Source: an optimization exercise on an open RTL-to-GDS flow (aim: small area). Production flows keep margins and buffers that such runs may drop.
Function was checked by simulation only, so behaviour that the tests miss may differ from the original.
Power is estimated from default activity; no workload was simulated.

==> inputs of run P <==
==> flow/design.v <==
`timescale 1ns / 1ps
module Full_datapath( input clk, input rst,
 output [11:0] mem_addr, output [2:0] mem_func, output mem_re, output mem_we,
 output [31:0] mem_wdata, input [31:0] mem_rdata,
 output wb_we, output [4:0] wb_rd, output [31:0] wb_data);
reg        ph;
reg        rdr;
reg        pl;
reg        wbwe;
reg [31:0] pc;       
reg [31:2] ir1;      
reg [31:2] ir;       
reg [4:0]  wrd;
reg [31:0] r;        
reg [31:1] vld;      
wire [4:0] op = ir[6:2];
wire [2:0] f3 = ir[14:12];
wire [4:0] rd = ir[11:7];
wire is_op   = op == 5'b01100;
wire is_opi  = op == 5'b00100;
wire is_ld   = op == 5'b00000;
wire is_st   = op == 5'b01000;
wire is_br   = op == 5'b11000;
wire is_jalr = op == 5'b11001;
reg  is_aui;    
reg  is_jal;
wire jump    = is_jal | is_jalr;
wire ok      = ph & ~rdr;
wire wen     = ok & (is_op | is_opi | is_ld | jump | is_aui) & (rd != 5'd0);
wire [31:0] w;        
wire [4:0] ra = ph ? ir[19:15] : ir[24:20];
wire [31:1] wsel;
wire [30:0] rsel;
genvar g, k;
generate for (g = 1; g < 32; g = g + 1) begin : x
 reg [31:0] q;
 assign wsel[g] = wen && rd == g;
 assign rsel[g-1] = ra == g && vld[g];
 always @(posedge clk) if (wsel[g]) q <= w;
end endgenerate
wire [31:0] rp;
generate for (k = 0; k < 32; k = k + 1) begin : rdb
 wire [30:0] col;
 for (g = 1; g < 32; g = g + 1) begin : c
  assign col[g-1] = x[g].q[k];
 end
 rdbit m(col, rsel, rp[k]);
end endgenerate
wire use_r = is_op | is_br;
wire alu_f = is_op | is_opi | is_jalr;    
wire sub = is_br | (alu_f & (f3 == 3'b010 || f3 == 3'b011 || (f3 == 3'b000 && ir[30] && is_op)));
wire [31:0] imm = {{21{ir[31]}}, ir[30:25], is_st ? ir[11:7] : ir[24:20]};
wire [31:0] bx;       
generate for (k = 0; k < 32; k = k + 1) begin : bs
 mxx m(imm[k], r[k], use_r, sub, bx[k]);
end endgenerate
wire [31:0] sum;
wire [16:0] cl;
wire [32:16] c0, c1;
wire [31:16] s0, s1;
assign cl[0] = sub;
assign c0[16] = 1'b0;
assign c1[16] = 1'b1;
generate for (k = 0; k < 16; k = k + 1) begin : al
 fa m(rp[k], bx[k], cl[k], sum[k], cl[k+1]);
end
for (k = 16; k < 32; k = k + 1) begin : ah
 fa m0(rp[k], bx[k], c0[k], s0[k], c0[k+1]);
 fa m1(rp[k], bx[k], c1[k], s1[k], c1[k+1]);
 mx2 m(s0[k], s1[k], cl[16], sum[k]);
end endgenerate
wire cf;
mx2 mc(c0[32], c1[32], cl[16], cf);
wire zf = sum == 32'd0;
wire lt = rp[31] ^ bx[31] ^ cf;
wire sl = f3 == 3'b001;
wire fill = ir[30] & ~sl & rp[31];
wire [31:0] s_0, s_1, s_2, s_3, s_4, s_5;
generate for (k = 0; k < 32; k = k + 1) begin : sh
 mx2i m0(rp[k], rp[31-k], sl, s_0[k]);
 mx2i m1(s_0[k], (k + 1 < 32) ? s_0[(k + 1) % 32] : ~fill, bx[0], s_1[k]);
 mx2i m2(s_1[k], (k + 2 < 32) ? s_1[(k + 2) % 32] : fill, bx[1], s_2[k]);
 mx2i m3(s_2[k], (k + 4 < 32) ? s_2[(k + 4) % 32] : ~fill, bx[2], s_3[k]);
 mx2i m4(s_3[k], (k + 8 < 32) ? s_3[(k + 8) % 32] : fill, bx[3], s_4[k]);
 mx2i m5(s_4[k], (k + 16 < 32) ? s_4[(k + 16) % 32] : ~fill, bx[4], s_5[k]);
end endgenerate
wire s_sum = ~alu_f | f3 == 3'b000;
wire s_shr = alu_f & f3 == 3'b101;
wire s_shl = alu_f & sl;
wire k_xo  = alu_f & (f3 == 3'b100 || f3 == 3'b110);
wire k_ao  = alu_f & (f3 == 3'b110 || f3 == 3'b111);
wire s_lt  = alu_f & f3 == 3'b010;
wire s_ltu = alu_f & f3 == 3'b011;
wire [31:0] alu, alu_l;
generate for (k = 0; k < 32; k = k + 1) begin : ao
 alubit m(sum[k], s_sum, s_5[k], s_shr, s_5[31-k], s_shl, rp[k], bx[k], k_xo, k_ao, alu_l[k]);
end endgenerate
assign alu = {alu_l[31:1], alu_l[0] | (s_lt & lt) | (s_ltu & ~cf)};
reg cond;
always @*
 case (f3)
  3'b000: cond = zf;
  3'b001: cond = ~zf;
  3'b100: cond = lt;
  3'b101: cond = ~lt;
  3'b110: cond = ~cf;
  3'b111: cond = cf;
  default: cond = 1'b0;
 endcase
wire taken = ok & (jump | (is_br & cond));
wire [31:0] pinc;
wire [32:2] ci;
assign ci[2] = ~rdr;
assign pinc[1:0] = pc[1:0];
generate for (k = 2; k < 32; k = k + 1) begin : inc
 ha m(pc[k], ci[k], pinc[k], ci[k+1]);
end endgenerate
wire [31:0] timm;
assign timm[0] = 1'b0;
assign timm[4:1] = is_aui ? 4'd0 : is_jal ? ir[24:21] : ir[11:8];
assign timm[10:5] = is_aui ? 6'd0 : ir[30:25];
assign timm[11] = is_aui ? 1'b0 : is_jal ? ir[20] : ir[7];
assign timm[19:12] = (is_aui | is_jal) ? ir[19:12] : {8{ir[31]}};
assign timm[31:20] = is_aui ? ir[31:20] : {12{ir[31]}};
wire [31:0] tgt;
wire [32:1] ct;
assign tgt[0] = pc[0];
assign ct[1] = 1'b0;
generate for (k = 1; k < 32; k = k + 1) begin : ta
 fa m(pc[k], timm[k], ct[k], tgt[k], ct[k+1]);
end endgenerate
wire p_hold = ~ph;
wire p_inc  = ph & ~taken;
wire p_tgt  = taken & ~is_jalr;
wire p_alu  = taken & is_jalr;
wire [31:0] pc_next;
generate for (k = 0; k < 32; k = k + 1) begin : pn
 ao4 m(pc[k], p_hold, pinc[k], p_inc, tgt[k], p_tgt, alu[k], p_alu, pc_next[k]);
end endgenerate
wire w_j   = ph & jump;
wire w_au  = ph & is_aui;
wire w_ld  = ph & is_ld;
wire w_alu = ph & ~(jump | is_aui | is_ld);
generate for (k = 0; k < 32; k = k + 1) begin : wm
 ao5 m(pinc[k], w_j, tgt[k], w_au, mem_rdata[k], w_ld, alu[k], w_alu, rp[k], ~ph, w[k]);
end endgenerate
always @(posedge clk or posedge rst)
 if (rst) begin
  ph <= 1'b0; rdr <= 1'b1; pl <= 1'b0; wbwe <= 1'b0; pc <= 32'd0; vld <= 31'd0;
 end else begin
  ph <= ~ph;
  pl <= rdr & ph;
  wbwe <= wen;
  rdr <= ph ? taken : rdr;
  pc <= pc_next;
  vld <= vld | wsel;
 end
always @(posedge clk) begin
 ir1 <= mem_rdata[31:2];
 if (ph) begin
  ir <= ir1;
  is_aui <= ir1[6:2] == 5'b00101;
  is_jal <= ir1[6:2] == 5'b11011;
 end
 wrd <= rd;
 r <= w;
end
assign mem_addr = ph ? sum[11:0] : pinc[11:0];
assign mem_func = ph ? f3 : 3'b010;
assign mem_re = ph ? ok & is_ld : pl;
assign mem_we = ok & is_st;
assign mem_wdata = r;
assign wb_we = wbwe;
assign wb_rd = wrd;
assign wb_data = r;
endmodule
module fa(input a, input b, input ci, output s, output co);
assign {co, s} = a + b + ci;
endmodule
module ha(input a, input b, output s, output co);
assign {co, s} = a + b;
endmodule
module mx2(input a0, input a1, input s, output y);
assign y = s ? a1 : a0;
endmodule
module mx2i(input a0, input a1, input s, output y);
assign y = ~(s ? a1 : a0);
endmodule
module mxx(input a0, input a1, input s, input x, output y);
assign y = (s ? a1 : a0) ^ x;
endmodule
module aoi222(input a1, input a2, input b1, input b2, input c1, input c2, output y);
assign y = ~((a1 & a2) | (b1 & b2) | (c1 & c2));
endmodule
module aoi22(input a1, input a2, input b1, input b2, output y);
assign y = ~((a1 & a2) | (b1 & b2));
endmodule
module ao4(input a1, input a2, input b1, input b2, input c1, input c2, input d1, input d2, output y);
assign y = (a1 & a2) | (b1 & b2) | (c1 & c2) | (d1 & d2);
endmodule
module ao5(input a1, input a2, input b1, input b2, input c1, input c2, input d1, input d2,
 input e1, input e2, output y);
assign y = (a1 & a2) | (b1 & b2) | (c1 & c2) | (d1 & d2) | (e1 & e2);
endmodule
module alubit(input sum, input s_sum, input shr, input s_shr, input shl, input s_shl,
 input a, input b, input k_xo, input k_ao, output y);
assign y = (sum & s_sum) | (shr & s_shr) | (shl & s_shl) | ((a ^ b) & k_xo) | (a & b & k_ao);
endmodule
module lgc(input a, input b, input k_xo, input k_ao, output y);
wire x = a ^ b;
assign y = ~((x & k_xo) | (a & b & k_ao));
endmodule
module rdbit(input [30:0] d, input [30:0] s, output y);
wire [10:0] n;
genvar k;
generate for (k = 0; k < 10; k = k + 1) begin : g
 aoi222 c(d[3*k], s[3*k], d[3*k+1], s[3*k+1], d[3*k+2], s[3*k+2], n[k]);
end endgenerate
assign n[10] = ~(d[30] & s[30]);
assign y = ~&n;
endmodule
==> flow/run.sh <==
#!/bin/bash
# synth_recipe.tcl (not shown) runs the flow's synth.tcl, then flattens the netlist and writes it again
# the make line also repeats each setting of config.mk as NAME=value (left out here)
make -C /OpenROAD-flow-scripts/flow DESIGN_CONFIG=/design/flow/config.mk WORK_HOME=/design/flow/orfs CLKGATE_MAP_FILE= SYNTH_SCRIPT=/design/flow/synth_recipe.tcl finish
==> flow/config.mk <==
export PLATFORM = sky130hd
export DESIGN_NAME = Full_datapath
export DESIGN_NICKNAME = Full_datapath
export VERILOG_FILES = /design/flow/design.v
export SDC_FILE = /design/flow/constraint.sdc
export NUM_CORES = 4
export LEC_CHECK = 0
export CAP_MARGIN = 0
export CORE_MARGIN = 2
export CORE_UTILIZATION = 70
export CTS_BUF_LIST = sky130_fd_sc_hd__clkbuf_8
export CTS_CLUSTER_DIAMETER = 60
export CTS_CLUSTER_SIZE = 14
export PLACE_DENSITY = 0.8
export SLEW_MARGIN = 0
export SYNTH_HIERARCHICAL = 1
export SYNTH_MINIMUM_KEEP_SIZE = 0
==> flow/constraint.sdc <==
create_clock -name core_clock -period 15.0 [get_ports {clk}]
set_input_delay 3.0000 -clock core_clock [delete_from_list [all_inputs] [get_ports {clk}]]
set_output_delay 3.0000 -clock core_clock [all_outputs]
set_load 0.01 [all_outputs]
==> run R (differences from run P) <==
--- a/flow/design.v
+++ b/flow/design.v
@@ -166,5 +166,7 @@
  r <= w;
 end
-assign mem_addr = ph ? sum[11:0] : pinc[11:0];
+generate for (k = 0; k < 12; k = k + 1) begin : ma
+ mx2 m(pinc[k], sum[k], ph, mem_addr[k]);
+end endgenerate
 assign mem_func = ph ? f3 : 3'b010;
 assign mem_re = ph ? ok & is_ld : pl;
--- a/flow/config.mk
+++ b/flow/config.mk
@@ -6,12 +6,12 @@
 export NUM_CORES = 4
 export LEC_CHECK = 0
-export CAP_MARGIN = 0
+export CAP_MARGIN = 20
 export CORE_MARGIN = 2
-export CORE_UTILIZATION = 70
+export CORE_UTILIZATION = 55
 export CTS_BUF_LIST = sky130_fd_sc_hd__clkbuf_8
 export CTS_CLUSTER_DIAMETER = 60
 export CTS_CLUSTER_SIZE = 14
-export PLACE_DENSITY = 0.8
-export SLEW_MARGIN = 0
+export PLACE_DENSITY = 0.65
+export SLEW_MARGIN = 20
 export SYNTH_HIERARCHICAL = 1
 export SYNTH_MINIMUM_KEEP_SIZE = 0
==> run G (differences from run P) <==
==> flow/flow/run.sh (new file) <==
#!/bin/bash
# The standard layout, with single-drive buffers (buf_1) on the ports.
# Synthesis is the standard one, unchanged.
set -euo pipefail
bash standard.sh synth > synth.log 2>&1
bash standard.sh 'BUFFER_PORTS_ARGS=-buffer_cell sky130_fd_sc_hd__buf_1' finish > layout.log 2>&1
==> flow/standard.sh (new file) <==
#!/bin/bash
# synth_recipe.tcl (not shown) runs the flow's synth.tcl, then flattens the netlist and writes it again
# the make line also repeats each setting of config.mk as NAME=value (left out here)
make -C /OpenROAD-flow-scripts/flow DESIGN_CONFIG=/design/flow/config.mk WORK_HOME=/design/flow/orfs CLKGATE_MAP_FILE= SYNTH_SCRIPT=/design/flow/synth_recipe.tcl "${@:-finish}"
--- a/flow/config.mk
+++ b/flow/config.mk
@@ -6,12 +6,12 @@
 export NUM_CORES = 4
 export LEC_CHECK = 0
-export CAP_MARGIN = 0
+export CAP_MARGIN = 20
 export CORE_MARGIN = 2
 export CORE_UTILIZATION = 70
 export CTS_BUF_LIST = sky130_fd_sc_hd__clkbuf_8
-export CTS_CLUSTER_DIAMETER = 60
-export CTS_CLUSTER_SIZE = 14
+export CTS_CLUSTER_DIAMETER = 70
+export CTS_CLUSTER_SIZE = 15
 export PLACE_DENSITY = 0.8
-export SLEW_MARGIN = 0
+export SLEW_MARGIN = 20
 export SYNTH_HIERARCHICAL = 1
 export SYNTH_MINIMUM_KEEP_SIZE = 0
removed: flow/run.sh
==> comparison table <==
quantity                                                                                            run G           run P           run R
Reg-to-reg critical path startpoint                                                                ir[21]          is_jal          ir[21]
Portion of total power attributed to the clock network                                              29.5%           30.5%           32.0%
Number of global-route vias before repair                                                           29500           29400           29500
Number of buffers created by CTS                                                                       88              95             100
Post-CTS clock slew at the launch and capture registers of the worst setup and hold paths          120 ps          100 ps           90 ps
All-Layer GR Usage                                                                                  41.4%           42.0%           34.9%
Run status                                                                                 finished clean  finished clean  finished clean
Synth Area in Compound Gates                                                                        11.5%           11.5%           11.5%
Wl on met1                                                                                       48200 µm        49400 µm        55500 µm
Register-to-register setup slack                                                                   740 ps          680 ps          460 ps
Detailed route wirelength on metal3                                                              22700 µm        21700 µm        19500 µm
Antenna diode instance count                                                                            7               8               1
Post-synth design cell area                                                                     47100 µm²       47100 µm²       47200 µm²
End of the critical path                                                                      x[16].q[31]     x[30].q[31]     x[16].q[31]
Area delta synth->final                                                                             8.47%           10.2%           11.5%

-- re-timing with driven ports --
The results above use ideal ports. As a check the final layouts listed here were re-extracted and re-timed, cells and wires unchanged.
Step 1 sets driving cells, clkbuf_16 on the clock port and buf_2 on the other inputs (assumed; they add their load-dependent delay and slew).
Step 2 also shifts input and output timing later by t, the mid clock arrival at the registers, as if the neighbouring blocks saw the same clock.
Slacks: no drivers / after step 1 / after step 2; pairs: no drivers / after step 1.
| run | t (ns) | setup slack, ns | worst setup path after step 2 | cell pins on the clock port's net |
|---|---|---|---|---|
| run P | 0.798 | 0.680 / 0.680 / 0.680 | register to register | 1 |
| run R | 0.816 | 0.462 / 0.462 / 0.462 | register to register | 1 |
| run G | 0.798 | 0.741 / 0.741 / 0.741 | register to register | 1 |
After both steps setup and hold are still met in every run listed.
